This design comes from an exercise in tuning for small area and few clock cycles on the open sky130 flow, not from production work. The RTL was checked by simulation tests, not by an equivalence proof against the original design. The clock port is modelled as an ideal driver, which makes a skipped or thinned clock tree look cheaper than it is; a real chip needs a root buffer or a tree. Power figures rest on the tool's default switching activity, not on a simulated workload.

// data_pipe_1ton
module data_pipe_1ton #(
    parameter   DSIZE   = 8,
    parameter   NSIZE   = 8
)(
    input                           clock,
    input                           rst_n,
    input [DSIZE-1:0]               wr_data,
    input                           wr_vld,
    output logic                    wr_ready,
    input                           wr_align_last,
    output logic[DSIZE*NSIZE-1:0]   rd_data,
    output logic                    rd_vld,
    input                           rd_ready
);
==> flow/config.mk <==
export PLATFORM = sky130hd
export DESIGN_NAME = data_pipe_1ton
export DESIGN_NICKNAME = data_pipe_1ton
export VERILOG_FILES = /design/flow/design.v
export SDC_FILE = /design/flow/constraint.sdc
export NUM_CORES = 4
export LEC_CHECK = 0
export ABC_AREA = 1
export CAP_MARGIN = 20
export CORE_AREA = 2 2 60 60
export DIE_AREA = 0 0 62 62
export PLACE_DENSITY = 0.8
export SLEW_MARGIN = 20
==> flow/constraint.sdc <==
create_clock -name core_clock -period 5.0 [get_ports {clock}]
set_input_delay 1.0000 -clock core_clock [delete_from_list [all_inputs] [get_ports {clock}]]
set_output_delay 1.0000 -clock core_clock [all_outputs]
set_load 0.01 [all_outputs]
standard.sh (not shown) runs the stock make flow with config.mk's settings and CLKGATE_MAP_FILE= SYNTH_SCRIPT=/design/flow/synth_recipe.tcl, a recipe that flattens the netlist after the stock synthesis.
==> flow/flow/run.sh <==
#!/bin/bash
# Standard ORFS layout, with the smallest buffer on the ports and a one-level
# clock tree built by flow/pre_cts.tcl in place of ORFS's CTS.
export BUFFER_PORTS_ARGS="-buffer_cell sky130_fd_sc_hd__buf_1"
export PRE_CTS_TCL="$PWD/flow/pre_cts.tcl"
bash standard.sh finish > standard.log 2>&1
Other scripts of this flow, unchanged in this note and not shown: flow/flow/ctsbuf.tcl, flow/flow/pre_cts.tcl
The baseline finished with timing, DRC and antenna clean.
Testbench counts at the start, summed over its fixed seeds: cycles 25,608.
==> next run, changes <==
ABC_AREA = not set   (was 1)
The new run passed the timing, design-rule and antenna checks.
Setup slack gets worse by 0.10 ns.
Wire length came out lower by 4.8%.
Worst hold slack is about the same.
Cell count came out lower by 1.8%.
Total power increases by 2.4%.
Final area increases by 0.79%.
Flip-flop and latch count stays the same.
In every run of this note, the design's own scripts or RTL, not TritonCTS, make the clock network.

* * *

data_pipe_1ton, a different RTL version from the one above (not shown whole).
For scale: roughly 92 cells after synthesis, roughly 59 flip-flops, ~79 I/O pins, about 0.0019 mm² of cells after synthesis.
## data_pipe_1ton
module data_pipe_1ton #(
    parameter   DSIZE   = 8,
    parameter   NSIZE   = 8
)(
    input                           clock,
    input                           rst_n,
    input [DSIZE-1:0]               wr_data,
    input                           wr_vld,
    output logic                    wr_ready,
    input                           wr_align_last,
    output logic[DSIZE*NSIZE-1:0]   rd_data,
    output logic                    rd_vld,
    input                           rd_ready
);
==> flow/config.mk <==
export PLATFORM = sky130hd
export DESIGN_NAME = data_pipe_1ton
export DESIGN_NICKNAME = data_pipe_1ton
export VERILOG_FILES = /design/flow/design.v
export SDC_FILE = /design/flow/constraint.sdc
export NUM_CORES = 4
export LEC_CHECK = 0
export ABC_AREA = 1
export CAP_MARGIN = 20
export CORE_AREA = 2 2 60 60
export DIE_AREA = 0 0 62 62
export PLACE_DENSITY = 0.8
export SLEW_MARGIN = 20
==> flow/constraint.sdc <==
create_clock -name core_clock -period 5.0 [get_ports {clock}]
set_input_delay 1.0000 -clock core_clock [delete_from_list [all_inputs] [get_ports {clock}]]
set_output_delay 1.0000 -clock core_clock [all_outputs]
set_load 0.01 [all_outputs]
==> flow/flow/ctsbuf.tcl <==
# Clock tree of a few buffers: the flip-flops are split into CTS_NBUF groups by
# position (k-means), and each group gets one clock buffer at its centroid,
# fed straight from the clock port.
proc my_clock_buffers { nbuf cell } {
  set block [ord::get_db_block]
  set dbu [$block getDbUnitsPerMicron]
  set sinks [get_pins -of_objects [get_nets clock] -filter "direction==input"]
  set pts {}
  foreach p $sinks {
    set inst [sta::sta_to_db_inst [$p instance]]
    set bb [$inst getBBox]
    lappend pts [list [get_full_name $p] [expr {([$bb xMin]+[$bb xMax])/2.0/$dbu}] [expr {([$bb yMin]+[$bb yMax])/2.0/$dbu}]]
  }
  # initial centres: spread along x
  set sorted [lsort -real -index 1 $pts]
  set n [llength $sorted]
  set cent {}
  for {set k 0} {$k < $nbuf} {incr k} {
    set e [lindex $sorted [expr {int(($k + 0.5) * $n / $nbuf)}]]
    lappend cent [list [lindex $e 1] [lindex $e 2]]
  }
  for {set it 0} {$it < 20} {incr it} {
    set groups {}
    for {set k 0} {$k < $nbuf} {incr k} { lappend groups {} }
    foreach e $pts {
      set best 0; set bd 1e30
      for {set k 0} {$k < $nbuf} {incr k} {
        set c [lindex $cent $k]
        set d [expr {abs([lindex $e 1]-[lindex $c 0]) + abs([lindex $e 2]-[lindex $c 1])}]
        if {$d < $bd} { set bd $d; set best $k }
      }
      lset groups $best [concat [lindex $groups $best] [list $e]]
    }
    set cent {}
    foreach g $groups {
      set sx 0; set sy 0
      foreach e $g { set sx [expr {$sx + [lindex $e 1]}]; set sy [expr {$sy + [lindex $e 2]}] }
      set m [expr {max(1,[llength $g])}]
      lappend cent [list [expr {$sx/$m}] [expr {$sy/$m}]]
    }
  }
  set k 0
  foreach g $groups c $cent {
    if {[llength $g] == 0} continue
    set pins {}
    foreach e $g { lappend pins [get_pins [lindex $e 0]] }
    puts "clock buffer $k: [llength $g] sinks at $c"
    insert_buffer -buffer_cell $cell -net clock -load_pins $pins -location $c -buffer_name clkbuf_bench_$k -net_name clknet_bench_$k
    incr k
  }
}
==> flow/flow/pre_cts.tcl <==
# Runs before ORFS's CTS step: builds the clock tree here (one level of
# clock buffers, see ctsbuf.tcl) and turns ORFS's clock_tree_synthesis call
# into a no-op.
source [file join [file dirname [info script]] ctsbuf.tcl]
my_clock_buffers 4 sky130_fd_sc_hd__clkbuf_8
set_propagated_clock [all_clocks]
rename clock_tree_synthesis orfs_clock_tree_synthesis
proc clock_tree_synthesis { args } { puts "clock tree built by pre_cts.tcl" }
Scripts as last shown in full above: flow/flow/run.sh
The baseline finished with timing, DRC and antenna clean.
Testbench counts at the start, summed over its fixed seeds: cycles 25,600.
Edit:
Settings changed: ABC_AREA 1 to default.
Total power went down by 1.2%.
Via count went down by 5.8%.
Worst hold slack is worse by 0.011 ns.
Setup slack is better by 0.037 ns.
Combinational power went down by 11%.
Die area is unchanged.
Design area went down by 2.9%.
In every run of this note, the design's own scripts or RTL, not TritonCTS, make the clock network.

what the ideal ports hide:
How much do the figures lean on ideal ports? The routed layouts below were timed once more, with nothing changed but the port constraints.
Step 1: set_driving_cell puts a clkbuf_16 on clock and a buf_2 on each other input, an assumption about the parent block.
Step 2 moves the port delays by t, midway between the first and last clock arrival at a register: inputs arrive t later, outputs are due t later. That takes back most of the time a late clock gives input paths.
Slacks: ideal / step 1 / step 2; pairs: ideal / step 1.
run | t (ns) | setup slack, ns | worst setup path after step 2 | worst register clock-pin slew, ns | cell pins on the clock port's net
the first run of note 1 | 0.201 | 2.664 / 2.636 / 2.634 | input to register | 0.10 / 0.10 | 4
the second run of note 1 | 0.203 | 2.560 / 2.540 / 2.540 | input to output | 0.13 / 0.13 | 4
the first run of note 2 | 0.196 | 2.498 / 2.473 / 2.473 | input to output | 0.10 / 0.10 | 4
the second run of note 2 | 0.195 | 2.535 / 2.513 / 2.384 | input to register | 0.10 / 0.10 | 4
After both steps setup and hold are still met in every run listed. For the second run of note 2, which loses most, drivers alone change the setup slack by -0.022 ns; drivers and shift together by -0.151 ns.
